Context: an optimization exercise on an open-source flow, tuned for small area and a short achievable clock period. The choices shown serve that exercise and are no tape-out recipe. Function was checked by simulation only, so behaviour that the tests miss may differ from the original. Power is estimated from default activity; no workload was simulated.

==> flow/design.v (excerpt) <==
module SIMD(
input [11:0] instruction,
input clk,
input rst,
output [31:0] outputvalue
);
reg  [11:8] cmd;             
reg  rst_d;                  
reg  [255:0] rf;             
reg  [15:0] ra;              
reg  [7:0]  e_one, e_two, e_neg;    
reg  [31:0] e_x;             
reg  e_m4, e_m8, e_m16;       
reg  [3:0] e_dst;
reg  [15:0] res_l, out_l, out_h;
reg  [15:0] w_hx, w_hy;      
reg  w_hc, w_k24;            
reg  [15:0] sel_a;
reg  [3:0]  sel_w, sel_b, sel_c;
wire [11:0] ins = instruction;
wire [3:0] ins_a = (ins[11:10] == 2'b10) ? {ins[3:2], ins[1:0]} : {ins[7:6], ins[1:0]};
always @(posedge clk) begin
  sel_a <= 16'd1 << ins_a;
  sel_w <= 4'd1 << ins[7:6];
  sel_b <= 4'd1 << ins[3:2];
  sel_c <= 4'd1 << ins[5:4];
end
wire [3:0] op = cmd[11:8];
wire [1:0] w  = {sel_w[2] | sel_w[3], sel_w[1] | sel_w[3]};
wire [1:0] fc = {sel_c[2] | sel_c[3], sel_c[1] | sel_c[3]};
wire       fb0 = sel_b[1] | sel_b[3];
wire nop = rst | rst_d;
wire mul = ~nop & (op[3:1] == 3'd1);
reg [15:0] rd_a, rd_b, rd_c;
reg [15:0] bank [0:3];
integer r, k;
always @* begin
  rd_a = 16'd0;
  for (r = 0; r < 16; r = r + 1)
    rd_a = rd_a | ({16{sel_a[r]}} & rf[16*r +: 16]);
  for (k = 0; k < 4; k = k + 1) begin
    bank[k] = 16'd0;
    for (r = 0; r < 4; r = r + 1)
      bank[k] = bank[k] | ({16{sel_w[r]}} & rf[16*(4*r+k) +: 16]);
  end
  rd_b = 16'd0;
  rd_c = 16'd0;
  for (k = 0; k < 4; k = k + 1) begin
    rd_b = rd_b | ({16{sel_b[k]}} & bank[k]);
    rd_c = rd_c | ({16{sel_c[k]}} & bank[k]);
  end
end
wire [15:0] as_out;
simd_addsub as(.a(rd_a), .b(rd_b), .w(w), .sub(op == 4'd1), .s(as_out));
wire [15:0] sh_out;
simd_shift sh(.d(rd_a), .w(w), .right(fb0), .arith(op == 4'd6), .q(sh_out));
wire [15:0] pre = ({16{~nop & (op[3:1] == 3'd0)}} & as_out)
                | ({16{~nop & ((op == 4'd4) | (op == 4'd6))}} & sh_out)
                | ({16{~nop & (op == 4'd8)}}  & (rd_a & rd_c))
                | ({16{~nop & (op == 4'd9)}}  & (rd_a | rd_c))
                | ({16{~nop & (op == 4'd10)}} & (rd_a ^ rd_c))
  ...
Settings: LEC_CHECK=0, CAP_MARGIN=20, CORE_MARGIN=2, CORE_UTILIZATION=60, CTS_CLUSTER_DIAMETER=150, CTS_CLUSTER_SIZE=20, SLEW_MARGIN=20; clock period 10.0 ns.
standard.sh (not shown) runs the stock make flow with config.mk's settings and CLKGATE_MAP_FILE= SYNTH_SCRIPT=/design/flow/synth_recipe.tcl, a recipe that flattens the netlist after the stock synthesis.
==> flow/flow/run.sh <==
#!/bin/bash
set -euo pipefail
bash standard.sh SETUP_SLACK_MARGIN=5.4 finish > make_finish.log 2>&1
Rerun with:
==> flow/flow/run.sh (replaced) <==
#!/bin/bash
set -euo pipefail
bash standard.sh SETUP_SLACK_MARGIN=5.5 finish > make_finish.log 2>&1
--- a/flow/config.mk
+++ b/flow/config.mk
@@ -10,4 +10,4 @@
 export CORE_UTILIZATION = 60
 export CTS_CLUSTER_DIAMETER = 150
-export CTS_CLUSTER_SIZE = 20
+export CTS_CLUSTER_SIZE = 16
 export SLEW_MARGIN = 20
Outcome: Global-route usage went down by 0.85 points; sequential share of layout area went up by 0.33 points; wire length went down by 1.6%; combinational power went down by about 3%; non-clock buffer count went down by 32; die area does not change; via count went down by 0.89%; total power went up by 0.89%; synthesized cell count does not change.
Rerun with:
--- a/flow/config.mk
+++ b/flow/config.mk
@@ -10,4 +10,5 @@
 export CORE_UTILIZATION = 60
 export CTS_CLUSTER_DIAMETER = 150
-export CTS_CLUSTER_SIZE = 16
+export CTS_CLUSTER_SIZE = 20
 export SLEW_MARGIN = 20
+export TNS_END_PERCENT = 30
The changed run ran to the end with no violations.
Total power fell by 1.1%.
Die area stays the same.
Count of clock-buffer cells in the layout fell by 10.


SIMD, a different RTL version from the one above (not shown whole).
Size: roughly 2200 cells after synthesis, roughly 430 flip-flops, roughly 27000 µm² of cells after synthesis.
==> flow/config.mk <==
export PLATFORM = sky130hd
export DESIGN_NAME = SIMD
export DESIGN_NICKNAME = SIMD
export VERILOG_FILES = /design/flow/design.v
export SDC_FILE = /design/flow/constraint.sdc
export NUM_CORES = 4
export LEC_CHECK = 0
export CAP_MARGIN = 20
export CORE_MARGIN = 2
export CORE_UTILIZATION = 40
export CTS_CLUSTER_SIZE = 30
export SETUP_SLACK_MARGIN = 5
export SLEW_MARGIN = 20
==> flow/constraint.sdc <==
create_clock -name core_clock -period 10.0 [get_ports {clk}]
set_input_delay 2.0000 -clock core_clock [delete_from_list [all_inputs] [get_ports {clk}]]
set_output_delay 2.0000 -clock core_clock [all_outputs]
set_load 0.01 [all_outputs]
run.sh (not shown) runs the stock make flow with config.mk's settings and CLKGATE_MAP_FILE= SYNTH_SCRIPT=/design/flow/synth_recipe.tcl, a recipe that flattens the netlist after the stock synthesis.
Stock flow here: none of the scripts above is used.
Next try:
Settings changed: CORE_UTILIZATION 40 to 60, CTS_BUF_LIST set to sky130_fd_sc_hd__clkbuf_8 sky130_fd_sc_hd__clkbuf_16, CTS_CLUSTER_SIZE 30 to 40.
Outcome: The new run passed the timing, design-rule and antenna checks; global-route usage increases by 10 points; clock-buffer cell count falls by 12; total power goes down by 3.5%; final area shrinks by 2.1%.
Next try:
Settings changed: CTS_BUF_LIST sky130_fd_sc_hd__clkbuf_8 sky130_fd_sc_hd__clkbuf_16 to unset, CTS_CLUSTER_DIAMETER set to 150, CTS_CLUSTER_SIZE 40 to 20.
Outcome:
- The changed run ran to the end with no violations
- setup slack loses 87 ps
- sequential power hardly moves
- final area drops by about 3%
Next try:
Settings changed: CORE_UTILIZATION 60 to 40, CTS_BUF_LIST set to sky130_fd_sc_hd__clkbuf_4 sky130_fd_sc_hd__clkbuf_8, CTS_CLUSTER_DIAMETER 150 to unset, CTS_CLUSTER_SIZE 20 to unset.
Non-clock buffer count goes up by 11.
First-iteration DRC count drops by 13%.
Maximum frequency goes up by 1.9%.
Sequential power stays flat.
Design area goes up by 5.1%.
Clock skew climbs by 9.0 ps.
Via count came out higher by 1.1%.
Next try:
==> flow/flow/run.sh (new file) <==
#!/bin/bash
set -euo pipefail
bash standard.sh SETUP_SLACK_MARGIN=7 finish > make_finish.log 2>&1
==> flow/standard.sh (new file) <==
#!/bin/bash
# synth_recipe.tcl (not shown) runs the flow's synth.tcl, then flattens the netlist and writes it again
# the make line also repeats each setting of config.mk as NAME=value (left out here)
make -C /OpenROAD-flow-scripts/flow DESIGN_CONFIG=/design/flow/config.mk WORK_HOME=/design/flow/orfs CLKGATE_MAP_FILE= SYNTH_SCRIPT=/design/flow/synth_recipe.tcl "${@:-finish}"
Settings changed: CTS_BUF_LIST sky130_fd_sc_hd__clkbuf_4 sky130_fd_sc_hd__clkbuf_8 to unset, SETUP_SLACK_MARGIN 5 to unset.
removed: flow/run.sh
Outcome: The changed run finished clean; worst hold slack hardly moves; power goes up by 11%; area after synthesis is unchanged; clock skew shrinks by 26 ps; register-to-register slack gets better by 280 ps; routed wire length is higher by 8.6%; first-iteration DRC count grows by 22%; clock-buffer cell count decreases by 48; utilization climbs by 5.7 points.


JK:
SIMD again, from the RTL that the note above started with.
Design SIMD, start of the top module:
module SIMD(
input [11:0] instruction,
input clk,
input rst,
output [31:0] outputvalue
);
Settings: LEC_CHECK=0, CAP_MARGIN=20, CORE_MARGIN=2, CORE_UTILIZATION=40, SETUP_SLACK_MARGIN=5, SLEW_MARGIN=20; clock period 10.0 ns.
Stock flow here: none of the scripts above is used.
Inputs modified between JK and MS:
- SETUP_SLACK_MARGIN now 4, was 5
==> results.txt <==
- Number of placed instances with taps included delta (JK -> MS): insignificant
- Comparing MS and JK, combinational share of power is lower on MS.
- The clock-buffer cell count reported for MS is greater than that of JK by 3.3%.
- Changes observed in MS relative to JK: worst setup slack after placement went down; amount of wire on met2 after detailed routing went down by 270 um.
- Maximum frequency on MS is down relative to JK.
- The run with more setup slack is JK; MS has less.
- Of the two values seen for top routing layer in use, met4 was produced by MS and met5 by JK.

port drivers added, routing unchanged:
The flow's constraints put no driver on any port. The routed layouts listed below were extracted and timed again, unchanged, in two steps. Step 1 (the two cells are an assumption about what drives the block):
set clk [get_ports {clk}]
set_driving_cell -lib_cell sky130_fd_sc_hd__clkbuf_16 $clk
set_driving_cell -lib_cell sky130_fd_sc_hd__buf_2 [delete_from_list [all_inputs] $clk]
Step 2 adds t to the input delays and takes it off the output delays; t is the mean of the earliest and latest rising clock arrival at the registers after step 1. Input paths then give back, and output paths get back, about the clock's delay inside the block. a / b / c = ideal ports / drivers / drivers and shift; a / b = the first two.
| run | t (ns) | slack for setup (ns) | hold WS [ns] | worst data-port slew with drivers (ns) |
|---|---|---|---|---|
| the first run of note 1 | 0.671 | 5.433 / 5.433 / 5.433 | 0.331 / 0.331 / 0.331 | 0.03 |
| the second run of note 1 | 0.685 | 5.428 / 5.428 / 5.428 | 0.328 / 0.328 / 0.328 | 0.03 |
| the third run of note 1 | 0.661 | 5.470 / 5.470 / 5.367 | 0.333 / 0.333 / 0.333 | 0.03 |
| the first run of note 2 | 0.652 | 5.120 / 5.120 / 4.542 | 0.318 / 0.318 / 0.318 | 0.04 |
| the second run of note 2 | 0.655 | 5.118 / 5.118 / 5.118 | 0.326 / 0.326 / 0.326 | 0.04 |
| the third run of note 2 | 0.649 | 5.031 / 5.031 / 5.031 | 0.330 / 0.330 / 0.330 | 0.04 |
| the fourth run of note 2 | 0.740 | 5.123 / 5.123 / 4.554 | 0.324 / 0.324 / 0.324 | 0.04 |
| the fifth run of note 2 | 0.680 | 5.400 / 5.400 / 5.400 | 0.322 / 0.322 / 0.322 | 0.05 |
| JK | 0.652 | 5.120 / 5.120 / 4.542 | 0.318 / 0.318 / 0.318 | 0.04 |
| MS | 0.669 | 4.230 / 4.230 / 4.230 | 0.325 / 0.325 / 0.325 | 0.04 |
After both steps setup and hold are still met in every run listed.
